What follows belongs to an exercise in optimizing a design on an open flow for small area, a short achievable clock period and few clock cycles per item; a production flow would make more cautious choices. RTL that was checked went through simulation tests only; none was proved equivalent to the original.

Setup of delta:
==> module division, before the edit <==
module division(input clk, input rst, input start, input [31:0] dividendo, divisor,
                output [31:0] cociente, residuo, output done);
reg [15:0] rem;       
reg [16:0] dv;        
reg [15:0] quo;       
reg [2:0]  cnt;       
reg        busy, done_r;
function [4:0] lzc16(input [15:0] v);
  integer k;
  reg found;
  begin
    lzc16 = 5'd16;
    found = 1'b0;
    for (k = 15; k >= 0; k = k - 1)
      if (!found && v[k]) begin
        lzc16 = 5'd15 - k[4:0];
        found = 1'b1;
      end
  end
endfunction
wire [15:0] n_in = dividendo[15:0];
wire [15:0] d_in = divisor[15:0];
wire [4:0]  lzn  = lzc16(n_in);
wire [4:0]  lzd  = lzc16(d_in);
wire [5:0]  diff = {1'b0, lzd} - {1'b0, lzn};         
wire        imm  = diff[5];                            
wire [2:0]  jh   = lzd[4] ? 3'd7 : diff[3:1];           
wire [16:0] dv0  = {d_in, 1'b0} << {jh, 1'b0};
wire        ge1 = ~dv[16] && (rem >= dv[15:0]);
wire [15:0] r1  = ge1 ? rem - dv[15:0] : rem;
wire        ge2 = (r1 >= dv[16:1]);
wire [15:0] r2  = ge2 ? r1 - dv[16:1] : r1;
always @(posedge clk) begin
  done_r <= 1'b0;
  if (rst) begin
    busy <= 1'b0;
  end else if (!busy) begin
    if (start) begin
      if (imm)
        done_r <= 1'b1;
      else
        busy <= 1'b1;
    end
  end else if (cnt == 3'd0) begin
    busy   <= 1'b0;
    done_r <= 1'b1;
  end
end
always @(posedge clk) begin
  if (!busy) begin
    rem <= n_in;
    dv  <= dv0;
    quo <= 16'd0;
    cnt <= jh;
  end else begin
    rem <= r2;
    dv  <= {2'b0, dv[16:2]};
    quo <= {quo[13:0], ge1, ge2};
    cnt <= cnt - 3'd1;
  end
end
assign cociente = {16'd0, quo};
assign residuo  = {17'd0, rem[14:0]};
assign done     = done_r;
endmodule
Settings: LEC_CHECK=0, CAP_MARGIN=20, CORE_MARGIN=2, CORE_UTILIZATION=40, PLACE_DENSITY=0.6, SETUP_SLACK_MARGIN=5, SLEW_MARGIN=20; clock period 10.0 ns.
standard.sh (not shown) runs the stock make flow with config.mk's settings and CLKGATE_MAP_FILE= SYNTH_SCRIPT=/design/flow/synth_recipe.tcl, a recipe that flattens the netlist after the stock synthesis.
==> flow/flow/run.sh <==
#!/bin/bash
# Standard layout, with repair_timing aiming at a larger setup margin.
bash standard.sh SETUP_SLACK_MARGIN=7  finish > standard.log 2>&1
Changes in alpha relative to delta:
==> flow/design.v <==
module division(input clk, input rst, input start, input [31:0] dividendo, divisor,
                output [31:0] cociente, residuo, output done);
reg [15:0] rem;       
reg [15:0] dv;        
reg [3:0]  cnt;       
reg [15:0] quo;       
reg        busy, norm, done_r;
function [4:0] lzc16(input [15:0] v);
  integer k;
  reg found;
  begin
    lzc16 = 5'd16;
    found = 1'b0;
    for (k = 15; k >= 0; k = k - 1)
      if (!found && v[k]) begin
        lzc16 = 5'd15 - k[4:0];
        found = 1'b1;
      end
  end
endfunction
wire [4:0]  lzn = lzc16(rem);
wire [4:0]  lzd = lzc16(dv);
wire [5:0]  jr  = {1'b0, lzd} - {1'b0, lzn};
wire [3:0]  j   = lzd[4] ? 4'd15 : (jr[5] ? 4'd0 : jr[3:0]);
wire [15:0] dn  = dv << j;
wire [16:0] df = {1'b0, rem} - {1'b0, dv};
wire        q  = ~df[16];
always @(posedge clk) begin
  done_r <= 1'b0;
  if (rst) begin
    busy <= 1'b0;
    norm <= 1'b0;
  end else if (!busy) begin
    if (start) begin
      busy <= 1'b1;
      norm <= 1'b1;
    end
  end else if (norm) begin
    norm <= 1'b0;
  end else if (cnt == 4'd0) begin
    busy   <= 1'b0;
    done_r <= 1'b1;
  end
end
always @(posedge clk) begin
  if (!busy) begin
    rem <= dividendo[15:0];
    dv  <= divisor[15:0];
  end else if (norm) begin
    dv  <= dn;
  end else begin
    if (q) rem <= df[15:0];
    dv  <= {1'b0, dv[15:1]};
  end
  if (!busy || norm)
    quo <= 16'd0;
  else
    quo <= {quo[14:0], q};
  if (norm)
    cnt <= j;
  else
    cnt <= cnt - 4'd1;
end
assign cociente = {16'd0, quo};
assign residuo  = {17'd0, rem[14:0]};
assign done     = done_r;
endmodule
## What came out
alpha against delta; die width is down by a few percent.
Taking delta over alpha, the via count of the routed design ratio works out to 1.10.
Cmp alpha vs delta: clock-pin transition on the worst setup and hold timing paths higher in alpha
Against delta, alpha comes in 4.9 points higher on area growth from synthesis to final layout.
Compared alpha vs delta, and number of multi-input logic gates is down in alpha.
Delta (alpha minus delta): routed wire length shrank by 8.7%.
No run of this note included a check of the RTL's function; only the layout flow was run.

* * *

== the reference run ==
division, a different RTL version from the one above (not shown whole).
For scale: about 50 flip-flops, about 130 I/O pins.
==> module division, before the edit <==
module division(input clk, input rst, input start, input [31:0] dividendo, divisor,
                output [31:0] cociente, residuo, output done);
reg [15:0] rem;       
reg [16:0] dv;        
reg [15:0] quo;       
reg        busy, done_r;
function [4:0] lzc16(input [15:0] v);
  integer k;
  reg found;
  begin
    lzc16 = 5'd16;
    found = 1'b0;
    for (k = 15; k >= 0; k = k - 1)
      if (!found && v[k]) begin
        lzc16 = 5'd15 - k[4:0];
        found = 1'b1;
      end
  end
endfunction
wire [15:0] n_in = dividendo[15:0];
wire [15:0] d_in = divisor[15:0];
wire [4:0]  lzn  = lzc16(n_in);
wire [4:0]  lzd  = lzc16(d_in);
wire [5:0]  diff = {1'b0, lzd} - {1'b0, lzn};         
wire [4:0]  jr   = {1'b0, diff[3:0]} + 5'd1;
wire [3:0]  jh   = lzd[4] ? 4'd8 : (diff[5] ? 4'd0 : jr[4:1]);   
wire [16:0] dv0  = {1'b0, d_in} << {jh, 1'b0};
wire [16:0] mark = 17'h10000 >> {jh, 1'b0};                               
wire        ge1 = ~dv[16] && (rem >= dv[15:0]);
wire [15:0] r1  = ge1 ? rem - dv[15:0] : rem;
wire        ge2 = (r1 >= dv[16:1]);
wire [15:0] r2  = ge2 ? r1 - dv[16:1] : r1;
always @(posedge clk) begin
  done_r <= 1'b0;
  if (rst) begin
    busy <= 1'b0;
  end else if (!busy) begin
    if (start) begin
      if (jh == 4'd0)
        done_r <= 1'b1;
      else
        busy <= 1'b1;
    end
  end else if (quo[14]) begin
    busy   <= 1'b0;
    done_r <= 1'b1;
  end
end
always @(posedge clk) begin
  if (!busy) begin
    rem <= n_in;
    dv  <= dv0;
    quo <= mark[15:0];
  end else begin
    rem <= r2;
    dv  <= {2'b0, dv[16:2]};
    quo <= {quo[13:0], ge1, ge2};
  end
end
assign cociente = {16'd0, quo[14:0], ge1};
assign residuo  = {17'd0, r1[14:0]};
assign done     = done_r;
endmodule
Settings: LEC_CHECK=0, CAP_MARGIN=20, CORE_MARGIN=2, CORE_UTILIZATION=40, PLACE_DENSITY=0.6, SETUP_SLACK_MARGIN=5, SLEW_MARGIN=20; clock period 10.0 ns.
==> flow/flow/run.sh <==
#!/bin/bash
# Standard layout with smaller port buffers and a tighter repair target.
bash standard.sh SETUP_SLACK_MARGIN=5 "BUFFER_PORTS_ARGS=-buffer_cell sky130_fd_sc_hd__buf_1" ABC_AREA=1 ADDER_MAP_FILE= finish > standard.log 2>&1
Changes in the trial run relative to the reference run:
==> flow/design.v <==
module division(input clk, input rst, input start, input [31:0] dividendo, divisor,
                output [31:0] cociente, residuo, output done);
reg [15:0] rem;       
reg [16:0] dv;        
reg [15:0] quo;       
reg [2:0]  cnt;       
reg        busy, done_r;
function [4:0] lzc16(input [15:0] v);
  integer k;
  reg found;
  begin
    lzc16 = 5'd16;
    found = 1'b0;
    for (k = 15; k >= 0; k = k - 1)
      if (!found && v[k]) begin
        lzc16 = 5'd15 - k[4:0];
        found = 1'b1;
      end
  end
endfunction
wire [15:0] n_in = dividendo[15:0];
wire [15:0] d_in = divisor[15:0];
wire [4:0]  lzn  = lzc16(n_in);
wire [4:0]  lzd  = lzc16(d_in);
wire [5:0]  diff = {1'b0, lzd} - {1'b0, lzn};         
wire [4:0]  jr   = {1'b0, diff[3:0]} + 5'd1;
wire [3:0]  jh   = lzd[4] ? 4'd8 : (diff[5] ? 4'd0 : jr[4:1]);   
wire [16:0] dv0  = {1'b0, d_in} << {jh, 1'b0};
wire        ge1 = ~dv[16] && (rem >= dv[15:0]);
wire [15:0] r1  = ge1 ? rem - dv[15:0] : rem;
wire        ge2 = (r1 >= dv[16:1]);
wire [15:0] r2  = ge2 ? r1 - dv[16:1] : r1;
always @(posedge clk) begin
  done_r <= 1'b0;
  if (rst) begin
    busy <= 1'b0;
  end else if (!busy) begin
    if (start) begin
      if (jh == 4'd0)
        done_r <= 1'b1;
      else
        busy <= 1'b1;
    end
  end else if (cnt == 3'd0) begin
    busy   <= 1'b0;
    done_r <= 1'b1;
  end
end
always @(posedge clk) begin
  if (!busy) begin
    rem <= n_in;
    dv  <= dv0;
    quo <= 16'd0;
    cnt <= jh[2:0] - 3'd1;
  end else begin
    rem <= r2;
    dv  <= {2'b0, dv[16:2]};
    quo <= {quo[13:0], ge1, ge2};
    cnt <= cnt - 3'd1;
  end
end
assign cociente = {16'd0, quo[14:0], ge1};
assign residuo  = {17'd0, r1[14:0]};
assign done     = done_r;
endmodule
--- outcome ---
- The trial run against the reference run: area growth from synthesis to final layout went down, setup total negative slack did not really move, die area went down, portion of the clock cycle consumed by the worst path in the final layout went up.
- Re met1 layer wirelength in the final routing: the reference run was higher than the trial run.
- Diff the reference run -> the trial run: synthesized area moved down, slew of the pin with the lowest slew margin moved up.
Testbench counts of the trial run, summed over its fixed seeds: cycles 12,906, items 4,000.
Only the layout flow was run in the reference run; the RTL was not checked for function there.

port drivers added, routing unchanged:
Ports are ideal in the flow. The routed layouts listed here were re-timed in OpenROAD.
Step 1 assumes that a clkbuf_16 drives the clock port and a buf_2 every other input.
Step 2 moves the port delays by t, midway between the first and last clock arrival at a register: inputs arrive t later, outputs are due t later. That takes back most of the time a late clock gives input paths.
Slacks: ideal ports / drivers / drivers and shift; pairs: ideal ports / drivers.
run	t (ns)	setup slack, ns	worst setup path after step 2	worst slew at a driven data input, ns	cell pins on the clock port's net
delta	0.331	5.061 / 5.061 / 4.939	input to register	0.05	1
alpha	0.362	6.361 / 6.361 / 6.361	register to register	0.04	1
the reference run	0.333	5.304 / 5.321 / 4.989	input to register	0.05	1
the trial run	0.330	5.278 / 5.240 / 5.030	input to register	0.04	1
After both steps every run listed still meets setup and hold. The setup slack of the reference run, which loses most, moves by +0.017 ns with the drivers and by -0.315 ns with both steps.
